What follows belongs to an exercise in optimizing a design on an open flow for small area; a production flow would make more cautious choices.
In this exercise RTL edits were held to simulation tests only and were not proved equivalent to the original.
The clock port is modelled as an ideal driver, which makes a skipped or thinned clock tree look cheaper than it is; a real chip needs a root buffer or a tree.
Power is estimated from default activity; no workload was simulated.

== old ==
==> module I2S_DAC, before the edit <==
module I2S_DAC(
   input  clk50M,
   input  rst_n,
   input  Key,
   input  mic_sd,
   output mic_sck,
   output mic_ws,
   output led,
   output mic_out
);
   reg [11:0] c;
   reg [2:0]  m;
   reg        ws;
   wire [12:0] c_cy = {c & c_cy[11:0], 1'b1};
   wire tog = (c[6:0] == 7'd127) && (m == 3'b100);
   always @(posedge clk50M or negedge rst_n)
      if (!rst_n) begin
         c  <= 12'd0;
         m  <= 3'b000;
         ws <= 1'b0;
      end
      else begin
         c  <= c ^ c_cy[11:0];
         m  <= {m[1:0], ~(m[2] ^ m[1])};
         ws <= ws ^ tog;
      end
   assign mic_ws = ws;
   wire sck_tog = c[0] && (m == 3'b100);
   reg  sck;
   always @(posedge clk50M or negedge rst_n)
      if (!rst_n)
         sck <= 1'b0;
      else
         sck <= sck ^ sck_tog;
   assign mic_sck = sck;
   wire sh_evt = sck_tog && !sck;
   wire w_set  = sh_evt && (c[7:2] == 6'b110111);
   wire cap    = (c[7:0] == 8'd46) && (m == 3'b000);
   reg w;
   always @(posedge clk50M)
      w <= w_set | (w & ~tog);
   reg [11:0] s;
   always @(posedge clk50M)
      if (sh_evt && !w)
         s <= {s[10:0], mic_sd};
   reg        led_r;
   reg [11:0] pn;
   always @(posedge clk50M)
      if (!led_r)
         pn <= 12'hfff;
      else if (cap)
         pn <= ~s;
   wire [11:0] qn = pn ^ 12'h800;
   wire [12:0] nlt;
   assign nlt[0] = 1'b1;
   genvar i;
   generate for (i = 0; i < 12; i = i + 1) begin : g_cmp
      assign nlt[i+1] = (qn[i] & c[i]) | (nlt[i] & (qn[i] | c[i]));
   end endgenerate
   assign mic_out = ~nlt[12] | (qn == 12'hfff);
   reg [1:0] k;
   reg [1:0] r;
   always @(posedge clk50M) begin
      k <= {k[0], Key};
      r <= {r[0], k[1]};
   end
   wire pedge = ~r[1] &  r[0];
   wire nedge =  r[1] & ~r[0];
   reg [1:0]  st;
   localparam [19:0] INV = 20'haaaaa;
   reg  [19:7] y_hi;
   reg         y_6;
   reg  [5:0]  y_lo;
   wire [19:0] y = {y_hi, y_6, y_lo};
   wire [19:0] cnt = y ^ INV;
   wire [19:0] y_next = (run ? {cnt[18:0], ~(cnt[19] ^ cnt[16])} : 20'd0) ^ INV;
   wire done = (cnt == 20'hc3af5);    
   wire run  = st[0] & (st[1] ? (done | ~nedge) : (~done & ~pedge));
   wire flag = (st == 2'd0) & cnt[6];
   always @(posedge clk50M or negedge rst_n)
      if (!rst_n)
         st <= 2'd0;
      else
         case (st)
            2'd0: st <= nedge ? 2'd1 : 2'd0;
            2'd1: st <= done ? 2'd2 : 2'd1;
            2'd2: st <= pedge ? 2'd3 : 2'd2;
            2'd3: st <= done ? 2'd0 : (nedge ? 2'd2 : 2'd3);
         endcase
   always @(posedge clk50M) begin
      y_hi <= y_next[19:7];
      y_lo <= y_next[5:0];
   end
   always @(posedge clk50M or negedge rst_n)
      if (!rst_n)
         y_6 <= 1'b0;
      else
         y_6 <= y_next[6];
   always @(posedge clk50M or negedge rst_n)
      if (!rst_n)
         led_r <= 1'b0;
      else if (flag)
         led_r <= ~led_r;
   assign led = led_r;
endmodule
Settings: LEC_CHECK=0, ABC_AREA=1, CAP_MARGIN=20, CORE_MARGIN=2, CORE_UTILIZATION=40, SLEW_MARGIN=20; clock period 20.0 ns.
standard.sh (not shown) runs the stock make flow with config.mk's settings and CLKGATE_MAP_FILE= SYNTH_SCRIPT=/design/flow/synth_recipe.tcl, a recipe that flattens the netlist after the stock synthesis.
==> flow/flow/run.sh <==
#!/bin/bash
set -euo pipefail
W=$PWD
F=$W/flow
{ printf 'proc abc {args} {\n  set i [lsearch -exact $args -script]\n  lset args [expr {$i + 1}] %s\n  set i [lsearch -exact $args -D]\n  if {$i >= 0} { set args [lreplace $args $i [expr {$i + 1}]] }\n  yosys abc {*}$args\n}\n' "$F/area.abc"
  cat "$W/synth_recipe.tcl"; } > "$W/synth_area.tcl"
make -C "$FLOW_HOME" DESIGN_CONFIG="$W/config.mk" WORK_HOME="$W/orfs" CLKGATE_MAP_FILE= \
  SYNTH_SCRIPT="$W/synth_area.tcl" synth > "$W/synth.log" 2>&1
export BUFFER_PORTS_ARGS="-buffer_cell sky130_fd_sc_hd__buf_1"
export PRE_CTS_TCL="$F/cts_manual.tcl"
export CLK_NBUF=${CLK_NBUF:-4}
export CLK_BUF=${CLK_BUF:-sky130_fd_sc_hd__clkbuf_8}
bash "$W/standard.sh" > "$W/layout.log" 2>&1
Other scripts of this flow, unchanged in this note and not shown: flow/flow/area.abc, flow/flow/cts_manual.tcl
> inputs changed (old -> new)
--- a/flow/design.v
+++ b/flow/design.v
@@ -69,13 +69,9 @@
    reg [1:0]  st;
    localparam [19:0] INV = 20'haaaaa;
-   reg  [19:7] y_hi;
-   reg         y_6;
-   reg  [5:0]  y_lo;
-   wire [19:0] y = {y_hi, y_6, y_lo};
+   reg  [19:0] y;
    wire [19:0] cnt = y ^ INV;
-   wire [19:0] y_next = (run ? {cnt[18:0], ~(cnt[19] ^ cnt[16])} : 20'd0) ^ INV;
    wire done = (cnt == 20'hc3af5);    
    wire run  = st[0] & (st[1] ? (done | ~nedge) : (~done & ~pedge));
-   wire flag = (st == 2'd0) & cnt[6];
+   wire flag = (st == 2'd0) & cnt[1];
    always @(posedge clk50M or negedge rst_n)
       if (!rst_n)
@@ -89,12 +85,6 @@
          endcase
    always @(posedge clk50M) begin
-      y_hi <= y_next[19:7];
-      y_lo <= y_next[5:0];
+      y    <= (run ? {cnt[18:0], ~(cnt[19] ^ cnt[16])} : 20'd0) ^ INV;
    end
-   always @(posedge clk50M or negedge rst_n)
-      if (!rst_n)
-         y_6 <= 1'b0;
-      else
-         y_6 <= y_next[6];
    always @(posedge clk50M or negedge rst_n)
       if (!rst_n)
Notes after the runs:
Compared with old, in new chip height essentially unchanged; post-route fraction of the period consumed by the critical path decreased 0.75 points; summed area of non-filler cells in the final layout decreased 16 um2; power density over cell area increased 2.6 nW/um2.
new ended up with a higher global-route total usage across every layer than old did.
Delta(proportion of power drawn by flip-flops and latches, new - old) < 0
When the final numbers for new and old were put side by side, the sequential share of layout area turned out to be greater in new.
In every run of this note, the design's own scripts or RTL, not TritonCTS, make the clock network.

* * *

== oak ==
I2S_DAC with an RTL version that a note above also has.
Size: roughly 190 cells after synthesis, roughly 8 I/O pins.
==> module I2S_DAC, before the edit <==
module I2S_DAC(
   input  clk50M,
   input  rst_n,
   input  Key,
   input  mic_sd,
   output mic_sck,
   output mic_ws,
   output led,
   output mic_out
);
   reg [11:0] c;
   reg [2:0]  m;
   reg        ws;
   wire [12:0] c_cy = {c & c_cy[11:0], 1'b1};
   wire tog = (c[6:0] == 7'd127) && (m == 3'b100);
   always @(posedge clk50M or negedge rst_n)
      if (!rst_n) begin
         c  <= 12'd0;
         m  <= 3'b000;
         ws <= 1'b0;
      end
      else begin
         c  <= c ^ c_cy[11:0];
         m  <= {m[1:0], ~(m[2] ^ m[1])};
         ws <= ws ^ tog;
      end
   assign mic_ws = ws;
   wire sck_tog = c[0] && (m == 3'b100);
   reg  sck;
   always @(posedge clk50M or negedge rst_n)
      if (!rst_n)
         sck <= 1'b0;
      else
         sck <= sck ^ sck_tog;
   assign mic_sck = sck;
   wire sh_evt = sck_tog && !sck;
   wire w_set  = sh_evt && (c[7:2] == 6'b110111);
   wire cap    = (c[7:0] == 8'd46) && (m == 3'b000);
   reg w;
   always @(posedge clk50M)
      w <= w_set | (w & ~tog);
   reg [11:0] s;
   always @(posedge clk50M)
      if (sh_evt && !w)
         s <= {s[10:0], mic_sd};
   reg        led_r;
   reg [11:0] pn;
   always @(posedge clk50M)
      if (!led_r)
         pn <= 12'hfff;
      else if (cap)
         pn <= ~s;
   wire [11:0] qn = pn ^ 12'h800;
   wire [12:0] nlt;
   assign nlt[0] = 1'b1;
   genvar i;
   generate for (i = 0; i < 12; i = i + 1) begin : g_cmp
      assign nlt[i+1] = (qn[i] & c[i]) | (nlt[i] & (qn[i] | c[i]));
   end endgenerate
   assign mic_out = ~nlt[12] | (qn == 12'hfff);
   reg [1:0] k;
   reg [1:0] r;
   always @(posedge clk50M) begin
      k <= {k[0], Key};
      r <= {r[0], k[1]};
   end
   wire pedge = ~r[1] &  r[0];
   wire nedge =  r[1] & ~r[0];
   reg [1:0]  st;
   localparam [19:0] INV = 20'haaaaa;
   reg  [19:0] y;
   wire [19:0] cnt = y ^ INV;
   wire done = (cnt == 20'hc3af5);    
   wire run  = st[0] & (st[1] ? (done | ~nedge) : (~done & ~pedge));
   wire flag = (st == 2'd0) & cnt[1];
   always @(posedge clk50M or negedge rst_n)
      if (!rst_n)
         st <= 2'd0;
      else
         case (st)
            2'd0: st <= nedge ? 2'd1 : 2'd0;
            2'd1: st <= done ? 2'd2 : 2'd1;
            2'd2: st <= pedge ? 2'd3 : 2'd2;
            2'd3: st <= done ? 2'd0 : (nedge ? 2'd2 : 2'd3);
         endcase
   always @(posedge clk50M) begin
      y    <= (run ? {cnt[18:0], ~(cnt[19] ^ cnt[16])} : 20'd0) ^ INV;
   end
   always @(posedge clk50M or negedge rst_n)
      if (!rst_n)
         led_r <= 1'b0;
      else if (flag)
         led_r <= ~led_r;
   assign led = led_r;
endmodule
==> flow/config.mk <==
export PLATFORM = sky130hd
export DESIGN_NAME = I2S_DAC
export DESIGN_NICKNAME = I2S_DAC
export VERILOG_FILES = /design/flow/design.v
export SDC_FILE = /design/flow/constraint.sdc
export NUM_CORES = 4
export LEC_CHECK = 0
export ABC_AREA = 1
export CAP_MARGIN = 20
export CORE_MARGIN = 2
export CORE_UTILIZATION = 40
export SLEW_MARGIN = 20
==> flow/constraint.sdc <==
create_clock -name core_clock -period 20.0 [get_ports {clk50M}]
set_input_delay 4.0000 -clock core_clock [delete_from_list [all_inputs] [get_ports {clk50M}]]
set_output_delay 4.0000 -clock core_clock [all_outputs]
set_load 0.01 [all_outputs]
Scripts as last shown in full above: flow/flow/run.sh
Other scripts of this flow, unchanged in this note and not shown: flow/flow/area.abc, flow/flow/cts_manual.tcl
[inputs] pine vs oak
--- a/flow/design.v
+++ b/flow/design.v
@@ -8,22 +8,21 @@
    output led,
    output mic_out
 );
    reg [11:0] c;
    reg [2:0]  m;
    reg        ws;
-   wire [12:0] c_cy = {c & c_cy[11:0], 1'b1};
    wire tog = (c[6:0] == 7'd127) && (m == 3'b100);
    always @(posedge clk50M or negedge rst_n)
       if (!rst_n) begin
          c  <= 12'd0;
          m  <= 3'b000;
          ws <= 1'b0;
       end
       else begin
-         c  <= c ^ c_cy[11:0];
+         c  <= c + 1'b1;
          m  <= {m[1:0], ~(m[2] ^ m[1])};
          ws <= ws ^ tog;
       end
    assign mic_ws = ws;
    wire sck_tog = c[0] && (m == 3'b100);
    reg  sck;
[summary]
In pine the proportion of total power due to net switching turned out 0.30 points lower than in oak. Re clock skew: pine is 0.013 ns up on oak. The final standard cell count with taps included and fillers excluded in pine sits 3.7% above the value recorded for oak. Summary of pine over oak: fraction of layout cells with a size suffix above 1 held, internal power component held, leakage power total went down 6.8%. Worst voltage drop across the vdd grid of pine exceeds that of oak by more than 10%. Re complex-gate fraction of the synthesized area: pine and oak aren't equal, and the higher value belongs to pine.
In every run of this note, the design's own scripts or RTL, not TritonCTS, make the clock network.

-- port drivers added, routing unchanged --
The flow's constraints put no driver on any port. The routed layouts listed below were extracted and timed again, unchanged, in two steps.
Step 1 (the two cells are an assumption about what drives the block):
set clk [get_ports {clk50M}]
set_driving_cell -lib_cell sky130_fd_sc_hd__clkbuf_16 $clk
set_driving_cell -lib_cell sky130_fd_sc_hd__buf_2 [delete_from_list [all_inputs] $clk]
Step 2 also shifts input and output timing later by t, the mid clock arrival at the registers, as if the neighbouring blocks saw the same clock.
Slacks: ideal ports / drivers / drivers and shift; pairs: ideal ports / drivers.
run | shift t [ns] | setup slack, ns | latest minus earliest clock arrival (ns)
old | 0.212 | 14.050 / 13.996 / 14.208 | 0.035 / 0.035
new | 0.207 | 14.199 / 14.147 / 14.354 | 0.017 / 0.017
oak | 0.210 | 14.033 / 13.978 / 14.188 | 0.015 / 0.014
pine | 0.207 | 14.141 / 14.093 / 14.299 | 0.026 / 0.027
After both steps every run listed still meets setup and hold.
